This is an optimization exercise on Yosys and OpenROAD, whose aim is small area, not a production implementation. In this exercise RTL edits were held to simulation tests only and were not proved equivalent to the original. The clock port is modelled as an ideal driver; clocking choices that lean on that would not hold on a real chip. Power is estimated from default activity; no workload was simulated.

Design top_mac_st, start of the top module:
module top_mac_st (clk, rst, accu_rst, a, w, config_aw, z);
For scale: ~260 cells after synthesis, roughly 41 I/O pins.
Settings: LEC_CHECK=0, CAP_MARGIN=20, CORE_MARGIN=2, CORE_UTILIZATION=40, SLEW_MARGIN=20, SYNTH_HIERARCHICAL=1; clock period 10.0 ns.
standard.sh (not shown) runs the stock make flow with config.mk's settings and CLKGATE_MAP_FILE= SYNTH_SCRIPT=/design/flow/synth_recipe.tcl, a recipe that flattens the netlist after the stock synthesis.
==> flow/flow/run.sh <==
#!/bin/bash
# Own layout flow: the standard ORFS flow (standard.sh, unchanged synthesis) with
# layout-only changes:
#  - buffers that synthesis inserted are removed at floorplan (REMOVE_ABC_BUFFERS);
#  - port buffers are the smallest buffer (buf_1) instead of clkdlybuf4s50_1;
#  - the clock tree uses clkbuf_8 and no dummy loads;
#  - after global routing, cells off the critical paths are downsized (RECOVER_POWER).
set -euo pipefail
export REMOVE_ABC_BUFFERS=1
export BUFFER_PORTS_ARGS="-buffer_cell sky130_fd_sc_hd__buf_1"
export CTS_ARGS="-sink_clustering_enable -repair_clock_nets -buf_list sky130_fd_sc_hd__clkbuf_8 -root_buf sky130_fd_sc_hd__clkbuf_8 -dont_use_dummy_load"
export RECOVER_POWER=100
bash standard.sh > standard.log 2>&1
The starting point completed without violations.
Next try:
--- a/flow/flow/run.sh
+++ b/flow/flow/run.sh
@@ -5,3 +5,3 @@
 #  - port buffers are the smallest buffer (buf_1) instead of clkdlybuf4s50_1;
-#  - the clock tree uses clkbuf_8 and no dummy loads;
+#  - the clock tree is one clkbuf_16 at the centre of the flip-flops (flow/pre_cts.tcl);
 #  - after global routing, cells off the critical paths are downsized (RECOVER_POWER).
@@ -10,2 +10,3 @@
 export BUFFER_PORTS_ARGS="-buffer_cell sky130_fd_sc_hd__buf_1"
+export PRE_CTS_TCL="$PWD/flow/pre_cts.tcl"
 export CTS_ARGS="-sink_clustering_enable -repair_clock_nets -buf_list sky130_fd_sc_hd__clkbuf_8 -root_buf sky130_fd_sc_hd__clkbuf_8 -dont_use_dummy_load"
==> flow/flow/pre_cts.tcl (new file) <==
# Clock tree of one buffer: the clock port drives one clkbuf_16 placed at the centre of the
# flip-flops, and that buffer drives every flip-flop (all registers see the same clock path).
set block [ord::get_db_block]
set sx 0
set sy 0
set n 0
foreach inst [$block getInsts] {
  if { [string match "sky130_fd_sc_hd__df*" [[$inst getMaster] getName]] } {
    set box [$inst getBBox]
    set sx [expr { $sx + ([$box xMin] + [$box xMax]) / 2.0 }]
    set sy [expr { $sy + ([$box yMin] + [$box yMax]) / 2.0 }]
    incr n
  }
}
set dbu [$block getDefUnits]
set x [expr { $sx / $n / $dbu }]
set y [expr { $sy / $n / $dbu }]
puts "clock buffer at $x $y for $n flip-flops"
insert_buffer -buffer_cell sky130_fd_sc_hd__clkbuf_16 -net clk -buffer_name clkbuf_root -net_name clknet_root -location [list $x $y]
Effect: Cell area came out higher by about 0.7%; power came out higher by 2.1%; synthesized cell count does not change; worst setup slack is better by 16 ps; cell count hardly moves; clock power came out higher by about 20%.
Next try:
--- a/flow/flow/run.sh
+++ b/flow/flow/run.sh
@@ -5,3 +5,3 @@
 #  - port buffers are the smallest buffer (buf_1) instead of clkdlybuf4s50_1;
-#  - the clock tree is one clkbuf_16 at the centre of the flip-flops (flow/pre_cts.tcl);
+#  - the clock tree uses clkbuf_8 and no dummy loads;
 #  - after global routing, cells off the critical paths are downsized (RECOVER_POWER).
@@ -10,3 +10,2 @@
 export BUFFER_PORTS_ARGS="-buffer_cell sky130_fd_sc_hd__buf_1"
-export PRE_CTS_TCL="$PWD/flow/pre_cts.tcl"
 export CTS_ARGS="-sink_clustering_enable -repair_clock_nets -buf_list sky130_fd_sc_hd__clkbuf_8 -root_buf sky130_fd_sc_hd__clkbuf_8 -dont_use_dummy_load"
- GPL_TIMING_DRIVEN: not set -> 0
removed: flow/flow/pre_cts.tcl
The changed run finished with timing, DRC and antenna clean. Via count climbs by 1.7%. Design area climbs by 1.4%. Worst setup slack is worse by 94 ps. Sequential share of layout area drops by 0.31 points. Power drops by 2.2%. Synthesized cell count does not change. Combinational power stays flat. First-iteration DRC count drops by 25%. Critical path depth does not change. Routed wire length climbs by 2.7%.
Next try:
- CAP_MARGIN: 20 -> 0
- GPL_TIMING_DRIVEN: 0 -> not set
- SLEW_MARGIN: 20 -> 0
After rerunning: Sequential power barely changes; via count goes down by 1.7%; utilization shrinks by 0.96 points; final area went down by 2.0%; synthesized cell count is unchanged; clock skew is about the same; die area is unchanged; flip-flop and latch count does not change; global-route usage hardly moves; routed wire length falls by 2.5%.


zinc:
Starting RTL as in the previous note.
export LEC_CHECK = 0
export CAP_MARGIN = 20
export CORE_MARGIN = 2
export CORE_UTILIZATION = 40
export SLEW_MARGIN = 20
export SYNTH_HIERARCHICAL = 1
create_clock -name core_clock -period 10.0 [get_ports {clk}]
==> flow/flow/run.sh <==
#!/bin/bash
# Own layout flow: the standard ORFS flow (standard.sh, unchanged synthesis) with
# layout-only changes:
#  - buffers that synthesis inserted are removed at floorplan (REMOVE_ABC_BUFFERS);
#  - port buffers are the smallest buffer (buf_1) instead of clkdlybuf4s50_1;
#  - the clock tree is built by flow/pre_cts.tcl: three clkbuf_8 buffers driven by the clock port;
#  - after global routing, cells off the critical paths are downsized (RECOVER_POWER).
set -euo pipefail
export REMOVE_ABC_BUFFERS=1
export BUFFER_PORTS_ARGS="-buffer_cell sky130_fd_sc_hd__buf_1"
export PRE_CTS_TCL="$PWD/flow/pre_cts.tcl"
export CTS_ARGS="-clk_nets clk -buf_list sky130_fd_sc_hd__clkbuf_8 -root_buf sky130_fd_sc_hd__clkbuf_8 -dont_use_dummy_load"
export RECOVER_POWER=100
bash standard.sh > standard.log 2>&1
==> flow/flow/pre_cts.tcl <==
# Clock tree built here instead of by TritonCTS: the clock port drives NLEAF clkbuf_8 leaf
# buffers; the flip-flops are split into NLEAF groups by position and each leaf buffer, placed
# at the centre of its group, drives one group. Every register's clock goes through one
# clkbuf_8.
set NLEAF 3
set block [ord::get_db_block]
set clknet [$block findNet clk]
set sinks {}
foreach it [$clknet getITerms] {
  set inst [$it getInst]
  set box [$inst getBBox]
  lappend sinks [list [expr { ([$box xMin] + [$box xMax]) / 2 }] [expr { ([$box yMin] + [$box yMax]) / 2 }] $it]
}
set n [llength $sinks]
puts "clock sinks: $n"
# split into groups: k-means on the sink positions, started from an x-sorted split
set sinks [lsort -integer -index 0 $sinks]
set cent {}
for {set g 0} {$g < $NLEAF} {incr g} {
  set lo [expr { $g * $n / $NLEAF }]
  set hi [expr { ($g + 1) * $n / $NLEAF - 1 }]
  set sx 0; set sy 0
  foreach s [lrange $sinks $lo $hi] { set sx [expr { $sx + [lindex $s 0] }]; set sy [expr { $sy + [lindex $s 1] }] }
  set m [expr { $hi - $lo + 1 }]
  lappend cent [list [expr { $sx / $m }] [expr { $sy / $m }]]
}
for {set iter 0} {$iter < 20} {incr iter} {
  set groups {}
  for {set g 0} {$g < $NLEAF} {incr g} { lappend groups {} }
  foreach s $sinks {
    set best 0; set bd -1
    for {set g 0} {$g < $NLEAF} {incr g} {
      set c [lindex $cent $g]
      set d [expr { abs([lindex $s 0] - [lindex $c 0]) + abs([lindex $s 1] - [lindex $c 1]) }]
      if { $bd < 0 || $d < $bd } { set bd $d; set best $g }
    }
    lset groups $best [concat [lindex $groups $best] [list $s]]
  }
  set cent {}
  foreach grp $groups {
    set sx 0; set sy 0
    foreach s $grp { set sx [expr { $sx + [lindex $s 0] }]; set sy [expr { $sy + [lindex $s 1] }] }
    set m [llength $grp]
    if { $m == 0 } { set m 1 }
    lappend cent [list [expr { $sx / $m }] [expr { $sy / $m }]]
  }
}
set leafm [$block getDataBase]
set db [ord::get_db]
set mleaf [$db findMaster sky130_fd_sc_hd__clkbuf_8]
for {set g 0} {$g < $NLEAF} {incr g} {
  set c [lindex $cent $g]
  set net [odb::dbNet_create $block clknet_leaf_$g]
  $net setSigType CLOCK
  set buf [odb::dbInst_create $block $mleaf clkbuf_leaf_$g]
  $buf setLocation [expr { int([lindex $c 0]) }] [expr { int([lindex $c 1]) }]
  $buf setPlacementStatus PLACED
  [$buf findITerm A] connect $clknet
  [$buf findITerm X] connect $net
  foreach s [lindex $groups $g] {
    set it [lindex $s 2]
    $it disconnect
    $it connect $net
  }
  puts "leaf $g: [llength [lindex $groups $g]] sinks at $c"
}
zinc: no failed stages, no open violations at the end
The following lists how maple was set up differently from zinc:
Settings: swapping 40 for 60 in CORE_UTILIZATION.
--- a/flow/flow/run.sh
+++ b/flow/flow/run.sh
@@ -4,5 +4,5 @@
 #  - buffers that synthesis inserted are removed at floorplan (REMOVE_ABC_BUFFERS);
 #  - port buffers are the smallest buffer (buf_1) instead of clkdlybuf4s50_1;
-#  - the clock tree is built by flow/pre_cts.tcl: three clkbuf_8 buffers driven by the clock port;
+#  - the clock tree is built by flow/pre_cts.tcl: a root buffer and three clkbuf_8 leaves;
 #  - after global routing, cells off the critical paths are downsized (RECOVER_POWER).
 set -euo pipefail
--- a/flow/flow/pre_cts.tcl
+++ b/flow/flow/pre_cts.tcl
@@ -1,6 +1,2 @@
-# Clock tree built here instead of by TritonCTS: the clock port drives NLEAF clkbuf_8 leaf
-# buffers; the flip-flops are split into NLEAF groups by position and each leaf buffer, placed
-# at the centre of its group, drives one group. Every register's clock goes through one
-# clkbuf_8.
 set NLEAF 3
 set block [ord::get_db_block]
@@ -49,4 +45,16 @@
 set db [ord::get_db]
 set mleaf [$db findMaster sky130_fd_sc_hd__clkbuf_8]
+set mroot [$db findMaster sky130_fd_sc_hd__clkbuf_2]
+# root buffer at the centre of the leaf buffers
+set rx 0; set ry 0
+foreach c $cent { set rx [expr { $rx + [lindex $c 0] }]; set ry [expr { $ry + [lindex $c 1] }] }
+set rx [expr { $rx / $NLEAF }]; set ry [expr { $ry / $NLEAF }]
+set rootnet [odb::dbNet_create $block clknet_root]
+$rootnet setSigType CLOCK
+set root [odb::dbInst_create $block $mroot clkbuf_root]
+$root setLocation [expr { int($rx) }] [expr { int($ry) }]
+$root setPlacementStatus PLACED
+[$root findITerm A] connect $clknet
+[$root findITerm X] connect $rootnet
 for {set g 0} {$g < $NLEAF} {incr g} {
   set c [lindex $cent $g]
@@ -56,5 +64,5 @@
   $buf setLocation [expr { int([lindex $c 0]) }] [expr { int([lindex $c 1]) }]
   $buf setPlacementStatus PLACED
-  [$buf findITerm A] connect $clknet
+  [$buf findITerm A] connect $rootnet
   [$buf findITerm X] connect $net
   foreach s [lindex $groups $g] {
- zinc -> maple: cell depth of the worst setup path delta 0, exact match
- Changes observed in maple relative to zinc: period utilization moved up, share of the final layout cell area in multi-input gates moved up, achievable clock frequency moved down.
- Delta (maple minus zinc): data required time at the worst endpoint barely changed; worst hold margin was more or less identical; power decreased 0.042 mW; placed instance area dropped about 1.1%; arrival time of the worst setup path saw an increase.
- Higher sequential fraction of design power goes to maple over zinc.
- Setup slack: maple less than zinc


Another version of the RTL of top_mac_st (not shown whole).
Size in the first run: ~290 cells after synthesis, about 56 flip-flops.
Settings: LEC_CHECK=0, CAP_MARGIN=20, CORE_MARGIN=2, CORE_UTILIZATION=40, SLEW_MARGIN=20, SYNTH_HIERARCHICAL=1; clock period 10.0 ns.
==> flow/flow/run.sh <==
#!/bin/bash
# Own layout flow: the standard ORFS flow (standard.sh, unchanged synthesis) with
# layout-only changes:
#  - buffers that synthesis inserted are removed at floorplan (REMOVE_ABC_BUFFERS);
#  - port buffers are the smallest buffer (buf_1) instead of clkdlybuf4s50_1;
#  - the clock tree uses clkbuf_8, clusters of up to 30 sinks and no dummy loads.
set -euo pipefail
export REMOVE_ABC_BUFFERS=1
export BUFFER_PORTS_ARGS="-buffer_cell sky130_fd_sc_hd__buf_1"
export CTS_ARGS="-sink_clustering_enable -repair_clock_nets -buf_list sky130_fd_sc_hd__clkbuf_8 -root_buf sky130_fd_sc_hd__clkbuf_8 -dont_use_dummy_load -sink_clustering_size 30"
bash standard.sh > standard.log 2>&1
Next try:
==> flow/flow/run.sh (replaced) <==
#!/bin/bash
# Own layout flow: the standard ORFS flow (standard.sh, unchanged synthesis) with
# layout-only changes:
#  - buffers that synthesis inserted are removed at floorplan (REMOVE_ABC_BUFFERS);
#  - port buffers are the smallest buffer (buf_1) instead of clkdlybuf4s50_1;
#  - the clock tree uses clkbuf_4 leaves, a clkbuf_8 root and no dummy loads.
set -euo pipefail
export REMOVE_ABC_BUFFERS=1
export BUFFER_PORTS_ARGS="-buffer_cell sky130_fd_sc_hd__buf_1"
export CTS_ARGS="-sink_clustering_enable -repair_clock_nets -buf_list sky130_fd_sc_hd__clkbuf_4 -root_buf sky130_fd_sc_hd__clkbuf_8 -dont_use_dummy_load"
bash standard.sh > standard.log 2>&1
=>
- flip-flop and latch count does not change
- first-iteration DRC count does not change
- worst hold slack does not change
- clock power barely changes
- sequential power is about the same
- synthesized area stays the same
- design area is unchanged
- critical path depth is unchanged
- via count does not change
- non-clock buffer count is unchanged
- routed wire length stays the same


Another version of the RTL of top_mac_st (not shown whole).
For scale: roughly 260 cells after synthesis, about 56 flip-flops.
==> flow/config.mk <==
export PLATFORM = sky130hd
export DESIGN_NAME = top_mac_st
export DESIGN_NICKNAME = top_mac_st
export VERILOG_FILES = /design/flow/design.v
export SDC_FILE = /design/flow/constraint.sdc
export NUM_CORES = 4
export LEC_CHECK = 0
export CAP_MARGIN = 20
export CORE_MARGIN = 2
export CORE_UTILIZATION = 40
export SLEW_MARGIN = 20
export SYNTH_HIERARCHICAL = 1
==> flow/constraint.sdc <==
create_clock -name core_clock -period 10.0 [get_ports {clk}]
set_input_delay 2.0000 -clock core_clock [delete_from_list [all_inputs] [get_ports {clk}]]
set_output_delay 2.0000 -clock core_clock [all_outputs]
set_load 0.01 [all_outputs]
==> flow/flow/run.sh <==
#!/bin/bash
# Own layout flow: the standard ORFS flow (standard.sh, unchanged synthesis) with
# layout-only changes:
#  - buffers that synthesis inserted are removed at floorplan (REMOVE_ABC_BUFFERS);
#  - port buffers are the smallest buffer (buf_1) instead of clkdlybuf4s50_1;
#  - the clock tree uses clkbuf_8 and no dummy loads;
#  - after global routing, cells off the critical paths are downsized (RECOVER_POWER).
set -euo pipefail
export REMOVE_ABC_BUFFERS=1
export BUFFER_PORTS_ARGS="-buffer_cell sky130_fd_sc_hd__buf_1"
export CTS_ARGS="-sink_clustering_enable -repair_clock_nets -buf_list sky130_fd_sc_hd__clkbuf_8 -root_buf sky130_fd_sc_hd__clkbuf_8 -dont_use_dummy_load"
export RECOVER_POWER=100
bash standard.sh > standard.log 2>&1
The first run finished with timing, DRC and antenna clean.
Edit:
--- a/flow/flow/run.sh
+++ b/flow/flow/run.sh
@@ -7 +6,0 @@
-#  - after global routing, cells off the critical paths are downsized (RECOVER_POWER).
@@ -12 +10,0 @@
-export RECOVER_POWER=100
=>
- The changed run went through all stages and came out clean
- combinational power stays flat
- total power is about the same
- final area goes up by 0.51%
- via count is higher by about 0.7%
- utilization came out higher by 0.23 points
- count of clock-buffer cells in the layout is unchanged
- register-to-register slack barely changes


JK:
Another version of the RTL of top_mac_st (not shown whole).
For scale: about 260 cells after synthesis, roughly 56 flip-flops, roughly 41 I/O pins.
==> flow/config.mk <==
export PLATFORM = sky130hd
export DESIGN_NAME = top_mac_st
export DESIGN_NICKNAME = top_mac_st
export VERILOG_FILES = /design/flow/design.v
export SDC_FILE = /design/flow/constraint.sdc
export NUM_CORES = 4
export LEC_CHECK = 0
export CAP_MARGIN = 20
export CORE_MARGIN = 2
export CORE_UTILIZATION = 60
export SLEW_MARGIN = 20
export SYNTH_HIERARCHICAL = 1
==> flow/constraint.sdc <==
create_clock -name core_clock -period 10.0 [get_ports {clk}]
set_input_delay 2.0000 -clock core_clock [delete_from_list [all_inputs] [get_ports {clk}]]
set_output_delay 2.0000 -clock core_clock [all_outputs]
set_load 0.01 [all_outputs]
==> flow/flow/run.sh <==
#!/bin/bash
# Own layout flow: the standard ORFS flow (standard.sh, unchanged synthesis) with
# layout-only changes:
#  - buffers that synthesis inserted are removed at floorplan (REMOVE_ABC_BUFFERS);
#  - port buffers are the smallest buffer (buf_1) instead of clkdlybuf4s50_1;
#  - the clock tree is built by flow/pre_cts.tcl: a root buffer and three clkbuf_8 leaves;
#  - after global routing, cells off the critical paths are downsized (RECOVER_POWER).
set -euo pipefail
export REMOVE_ABC_BUFFERS=1
export BUFFER_PORTS_ARGS="-buffer_cell sky130_fd_sc_hd__buf_1"
export PRE_CTS_TCL="$PWD/flow/pre_cts.tcl"
export CTS_ARGS="-clk_nets clk -buf_list sky130_fd_sc_hd__clkbuf_8 -root_buf sky130_fd_sc_hd__clkbuf_8 -dont_use_dummy_load"
export RECOVER_POWER=100
bash standard.sh > standard.log 2>&1
Other scripts of this flow, unchanged in this note and not shown: flow/flow/pre_cts.tcl
For MS, these inputs were changed with respect to JK:
- swapping 60 for 40 in CORE_UTILIZATION
The final layouts of MS and JK pass the timing, design-rule and antenna checks.
In MS the wire length of the first global-routing pass turned out about 8% higher than in JK.
First element of the critical path = w2[1]: MS; first element of the critical path = a2[0]: JK
Diff JK..MS | remaining number of nets flagged by the antenna check after routing | unchanged
Global-route met3 utilization for MS: 1.0 points down relative to JK
First-iteration DRC count is higher on JK
Summary of MS over JK: share of power burned in combinational logic lost 0.4 points, total placed instance area has increased.

[separate check: timing with driven ports]
The results above use ideal ports. As a check the final layouts listed here were re-extracted and re-timed, cells and wires unchanged.
Step 1 sets driving cells, clkbuf_16 on the clock port and buf_2 on the other inputs (assumed; they add their load-dependent delay and slew).
Step 2, shift: input delay + t, output delay - t, t = (earliest + latest rising clock arrival at the registers) / 2. This alone moves slack from input paths to output paths.
a / b / c = ideal / step 1 / step 2; a / b = the first two.
run | t (ns) | slack for setup (ns) | hold WS [ns]
the first run of note 1 | 0.329 | 0.520 / 0.520 / 0.520 | 0.332 / 0.332 / 0.332
the second run of note 1 | 0.434 | 0.536 / 0.536 / 0.536 | 0.332 / 0.332 / 0.332
the third run of note 1 | 0.335 | 0.443 / 0.443 / 0.443 | 0.327 / 0.327 / 0.327
the fourth run of note 1 | 0.329 | 0.520 / 0.520 / 0.520 | 0.332 / 0.332 / 0.332
zinc | 0.438 | 0.560 / 0.560 / 0.560 | 0.338 / 0.338 / 0.338
maple | 0.417 | 0.397 / 0.397 / 0.397 | 0.338 / 0.338 / 0.338
the first run of note 3 | 0.333 | 0.578 / 0.578 / 0.578 | 0.314 / 0.314 / 0.314
the second run of note 3 | 0.333 | 0.578 / 0.578 / 0.578 | 0.314 / 0.314 / 0.314
the first run of note 4 | 0.327 | 0.520 / 0.520 / 0.520 | 0.330 / 0.330 / 0.330
the second run of note 4 | 0.326 | 0.534 / 0.534 / 0.534 | 0.330 / 0.330 / 0.330
JK | 0.406 | 0.481 / 0.481 / 0.481 | 0.335 / 0.335 / 0.335
MS | 0.430 | 0.508 / 0.508 / 0.508 | 0.335 / 0.335 / 0.335
After both steps setup and hold are still met in every run listed.
